From an optimization exercise on the open Yosys and OpenROAD flow, aimed at small area and a short achievable clock period; shortcuts taken in it are not production practice.
Only simulation tests tie the RTL to the original design; equivalence was not proved.
Power and IR drop assume default switching activity.

Design main, start of the top module:
module main(
    input clk,
    input [19:0] data,
    output reg [7:0] result_Ra,
    output reg [7:0] result_Rb,
    output reg [7:0] result_Rc,
    output reg [7:0] result_Rd,
    output reg [15:0] result_bFloat,
    output reg SF,
    output reg ZF
    );
    reg [15:0] result_mul;
    wire [3:0] op = data[19:16];
    wire [7:0] f1 = data[15:8];
    wire [7:0] f2 = data[7:0];
    wire d_a = f1 == 8'h01, d_b = f1 == 8'h02, d_c = f1 == 8'h04, d_d = f1 == 8'h08;
    wire s_ok = f2 == 8'h01 || f2 == 8'h02 || f2 == 8'h04 || f2 == 8'h08;
    wire d_ok = d_a | d_b | d_c | d_d;
    wire same = f1 == f2;
    wire op_save = op == 4'b0001 || op == 4'b0010;
    wire op_sum  = op == 4'b0011 || op == 4'b0100;
    wire op_sub  = op == 4'b0101 || op == 4'b0110;
    wire op_reg  = op == 4'b0010 || op == 4'b0100 || op == 4'b0110;
    wire op_shr  = op == 4'b1011;
    wire op_shl  = op == 4'b1100;
    wire op_mul  = op == 4'b0111 || op == 4'b1000;
    wire op_bf   = op == 4'b1101;
    wire [7:0] opa = ({8{f1[0]}} & result_Ra) | ({8{f1[1]}} & result_Rb) |
                     ({8{f1[2]}} & result_Rc) | ({8{f1[3]}} & result_Rd);
    wire [7:0] srcv = ({8{f2[0]}} & result_Ra) | ({8{f2[1]}} & result_Rb) |
                      ({8{f2[2]}} & result_Rc) | ({8{f2[3]}} & result_Rd);
    wire [7:0] opb = op[0] ? f2 : srcv;
    wire keep = op_reg & (~s_ok | (same & ~(op == 4'b0100 & d_a)));
    wire [7:0] addsub = opa + (opb ^ {8{op_sub}}) + {7'd0, op_sub};
    wire big = f2[7:3] != 5'd0;
    wire [7:0] shr = big ? 8'd0 : (opa >> f2[2:0]);
  ...
==> flow/config.mk <==
export PLATFORM = sky130hd
export DESIGN_NAME = main
export DESIGN_NICKNAME = main
export VERILOG_FILES = /design/flow/design.v
export SDC_FILE = /design/flow/constraint.sdc
export NUM_CORES = 4
export LEC_CHECK = 0
export CAP_MARGIN = 20
export CORE_MARGIN = 2
export CORE_UTILIZATION = 40
export SLEW_MARGIN = 20
==> flow/constraint.sdc <==
create_clock -name core_clock -period 15.0 [get_ports {clk}]
set_input_delay 3.0000 -clock core_clock [delete_from_list [all_inputs] [get_ports {clk}]]
set_output_delay 3.0000 -clock core_clock [all_outputs]
set_load 0.01 [all_outputs]
standard.sh (not shown) runs the stock make flow with config.mk's settings and CLKGATE_MAP_FILE= SYNTH_SCRIPT=/design/flow/synth_recipe.tcl, a recipe that flattens the netlist after the stock synthesis.
==> flow/flow/run.sh <==
#!/bin/bash
# Own layout flow: the standard ORFS flow (standard.sh) with these changes:
#  - synthesis leaves the adders to ABC instead of extracting full/half adder cells,
#    and ABC runs its area script (ABC_AREA=1), which here also gives the shorter paths;
#  - the port buffers are buf_1 cells instead of the slow clkdlybuf4s50_1 (the resizer
#    then sizes them as it does any cell);
#  - repair_timing aims for 8.7 ns of setup slack, so it sizes up the critical paths.
set -euo pipefail
bash standard.sh ADDER_MAP_FILE= ABC_AREA=1 SETUP_SLACK_MARGIN=8.7 CTS_BUF_LIST=sky130_fd_sc_hd__clkbuf_8 CTS_CLUSTER_SIZE=32 \
  "BUFFER_PORTS_ARGS=-buffer_cell sky130_fd_sc_hd__buf_1" finish > standard_flow.log 2>&1
The baseline produced a clean layout.
Next try:
--- a/flow/flow/run.sh
+++ b/flow/flow/run.sh
@@ -3,2 +3,3 @@
-#  - synthesis leaves the adders to ABC instead of extracting full/half adder cells,
-#    and ABC runs its area script (ABC_AREA=1), which here also gives the shorter paths;
+#  - synthesis leaves the adders to ABC instead of extracting full/half adder cells, and
+#    ABC maps with flow/abc_map.script (area-recovering mapping under a delay target).
+#    Only the ABC step differs from synth_recipe.tcl: the registers are mapped before it.
@@ -9 +10,9 @@
-bash standard.sh ADDER_MAP_FILE= ABC_AREA=1 SETUP_SLACK_MARGIN=8.7 CTS_BUF_LIST=sky130_fd_sc_hd__clkbuf_8 CTS_CLUSTER_SIZE=32 \
+W=$PWD
+mkdir -p "$W/own"
+sed "s#^  log_cmd abc {\*}\$abc_args#  log_cmd abc -script $W/flow/abc_map.script {*}[lrange \$abc_args 2 end]#" \
+  "$FLOW_HOME/scripts/synth.tcl" > "$W/own/synth_own.tcl"
+grep -q "abc_map.script" "$W/own/synth_own.tcl"
+sed "s#source \$::env(SCRIPTS_DIR)/synth.tcl#source $W/own/synth_own.tcl#" \
+  "$W/synth_recipe.tcl" > "$W/own/synth_recipe_own.tcl"
+grep -q "synth_own.tcl" "$W/own/synth_recipe_own.tcl"
+bash standard.sh SYNTH_SCRIPT="$W/own/synth_recipe_own.tcl" ADDER_MAP_FILE= ABC_AREA=1 SETUP_SLACK_MARGIN=8.7 \
==> flow/flow/abc_map.script (new file) <==
strash
dch
map -D 2600
topo
stime -c
buffer -c
upsize -c
dnsize -c
The changed run completed with no timing, DRC or antenna violations.
Core utilization went up by 14 points.
Via count increases by 4.4%.
Wire length increases by 18%.
Clock power rose by 29%.
Cell area increases by 25%.
Sequential share of layout area decreases by 3.7 points.
Non-clock buffer count rose by 153.
Die area shrinks by 5.7%.


Setup of build 9:
Starting RTL as in the previous note.
==> flow/design.v (excerpt) <==
module main(
    input clk,
    input [19:0] data,
    output reg [7:0] result_Ra,
    output reg [7:0] result_Rb,
    output reg [7:0] result_Rc,
    output reg [7:0] result_Rd,
    output reg [15:0] result_bFloat,
    output reg SF,
    output reg ZF
    );
clock: 15.0 ns
lec_check: 0
cap_margin: 20
core_margin: 2
core_utilization: 40
slew_margin: 20
==> flow/flow/run.sh <==
#!/bin/bash
# Own layout flow: the standard ORFS flow (standard.sh) with these changes:
#  - synthesis leaves the adders to ABC instead of extracting full/half adder cells,
#    and ABC runs its area script (ABC_AREA=1), which here also gives the shorter paths;
#  - the port buffers are buf_1 cells instead of the slow clkdlybuf4s50_1 (the resizer
#    then sizes them as it does any cell).
set -euo pipefail
bash standard.sh ADDER_MAP_FILE= ABC_AREA=1 SETUP_SLACK_MARGIN=8.7 \
  "BUFFER_PORTS_ARGS=-buffer_cell sky130_fd_sc_hd__buf_1" finish > standard_flow.log 2>&1
Input changes introduced in build 95 (baseline for comparison: build 9):
--- a/flow/flow/run.sh
+++ b/flow/flow/run.sh
@@ -6,4 +6,4 @@
 #    then sizes them as it does any cell).
 set -euo pipefail
-bash standard.sh ADDER_MAP_FILE= ABC_AREA=1 SETUP_SLACK_MARGIN=8.7 \
+bash standard.sh ADDER_MAP_FILE= ABC_AREA=1 \
   "BUFFER_PORTS_ARGS=-buffer_cell sky130_fd_sc_hd__buf_1" finish > standard_flow.log 2>&1
## What came out
- Build 95 -> build 9: final-report hold violation count flat
- Relative to build 9, combinational power decreased by about 2% in build 95.
- Build 95 vs build 9 — worst setup slack dropped 660 ps.
- First-pass GRT wire length: build 95 < build 9
- For the sequential share of layout area, build 95 came in 0.55 points higher than build 9 did.
- Build 95 has clock network power share above what build 9 had.
- When build 95 is measured against build 9, its final core area utilization turns out 1.3 points lower.
> inputs changed (build 95 -> build 21)
--- a/flow/flow/run.sh
+++ b/flow/flow/run.sh
@@ -6,4 +6,4 @@
 #    then sizes them as it does any cell).
 set -euo pipefail
-bash standard.sh ADDER_MAP_FILE= ABC_AREA=1 \
+bash standard.sh ADDER_MAP_FILE= ABC_AREA=1 SETUP_SLACK_MARGIN=9.3 \
   "BUFFER_PORTS_ARGS=-buffer_cell sky130_fd_sc_hd__buf_1" finish > standard_flow.log 2>&1
Notes after the runs:
Between build 21 and build 95, the difference in clock latency of the later-clocked register in the worst-skew pair is negligible.
Going from build 95 to build 21, first-pass GRT wire length grows by 9.0%.
The total power of the final layout reported for build 21 is greater than that of build 95 by 28%.
Route | build 21 vs build 95 | wire longer in build 21
Diff build 21 and build 95: share of power burned in the clock network higher in build 95
Against build 95, post-layout worst setup margin in build 21 came out better.
Count of non-CTS inverters in the layout, build 21 and build 95, higher one = build 21.
Inputs modified between build 21 and build 47:
--- a/flow/flow/run.sh
+++ b/flow/flow/run.sh
@@ -6,4 +6,4 @@
 #    then sizes them as it does any cell).
 set -euo pipefail
-bash standard.sh ADDER_MAP_FILE= ABC_AREA=1 SETUP_SLACK_MARGIN=9.3 \
+bash standard.sh ADDER_MAP_FILE= ABC_AREA=1 SETUP_SLACK_MARGIN=8.5 \
   "BUFFER_PORTS_ARGS=-buffer_cell sky130_fd_sc_hd__buf_1" finish > standard_flow.log 2>&1
==> notes.md <==
The higher worst slew margin relative to its limit of build 21 and build 47 is in build 21. The first-pass GRT wire length reported for build 47 is smaller than that of build 21 by 4600 um. Cmp build 47 vs build 21: power lower in build 47. Count of different cell masters after synthesis: build 47 vs build 21, no meaningful difference.

[re-timing with driven ports]
Ports are ideal in the flow. The routed layouts listed here were re-timed in OpenROAD. Step 1 assumes that a clkbuf_16 drives the clock port and a buf_2 every other input. Step 2 moves the port delays by t, midway between the first and last clock arrival at a register: inputs arrive t later, outputs are due t later. That takes back most of the time a late clock gives input paths. a / b / c = no drivers / after step 1 / after step 2; a / b = the first two.
run | t, ns | slack for setup (ns) | worst register clock-pin slew, ns | worst data-port slew with drivers (ns)
the first run of note 1 | 0.371 | 8.952 / 8.920 / 8.549 | 0.07 / 0.07 | 0.07
the second run of note 1 | 0.366 | 8.559 / 8.548 / 8.181 | 0.05 / 0.05 | 0.07
build 9 | 0.367 | 8.989 / 8.963 / 8.596 | 0.05 / 0.05 | 0.08
build 95 | 0.367 | 8.332 / 8.346 / 7.979 | 0.06 / 0.06 | 0.06
build 21 | 0.375 | 9.130 / 9.131 / 8.756 | 0.06 / 0.06 | 0.11
build 47 | 0.367 | 8.845 / 8.848 / 8.481 | 0.06 / 0.06 | 0.06
After both steps every run listed still meets setup and hold. For the first run of note 1, which loses most, drivers alone change the setup slack by -0.032 ns; drivers and shift together by -0.403 ns.
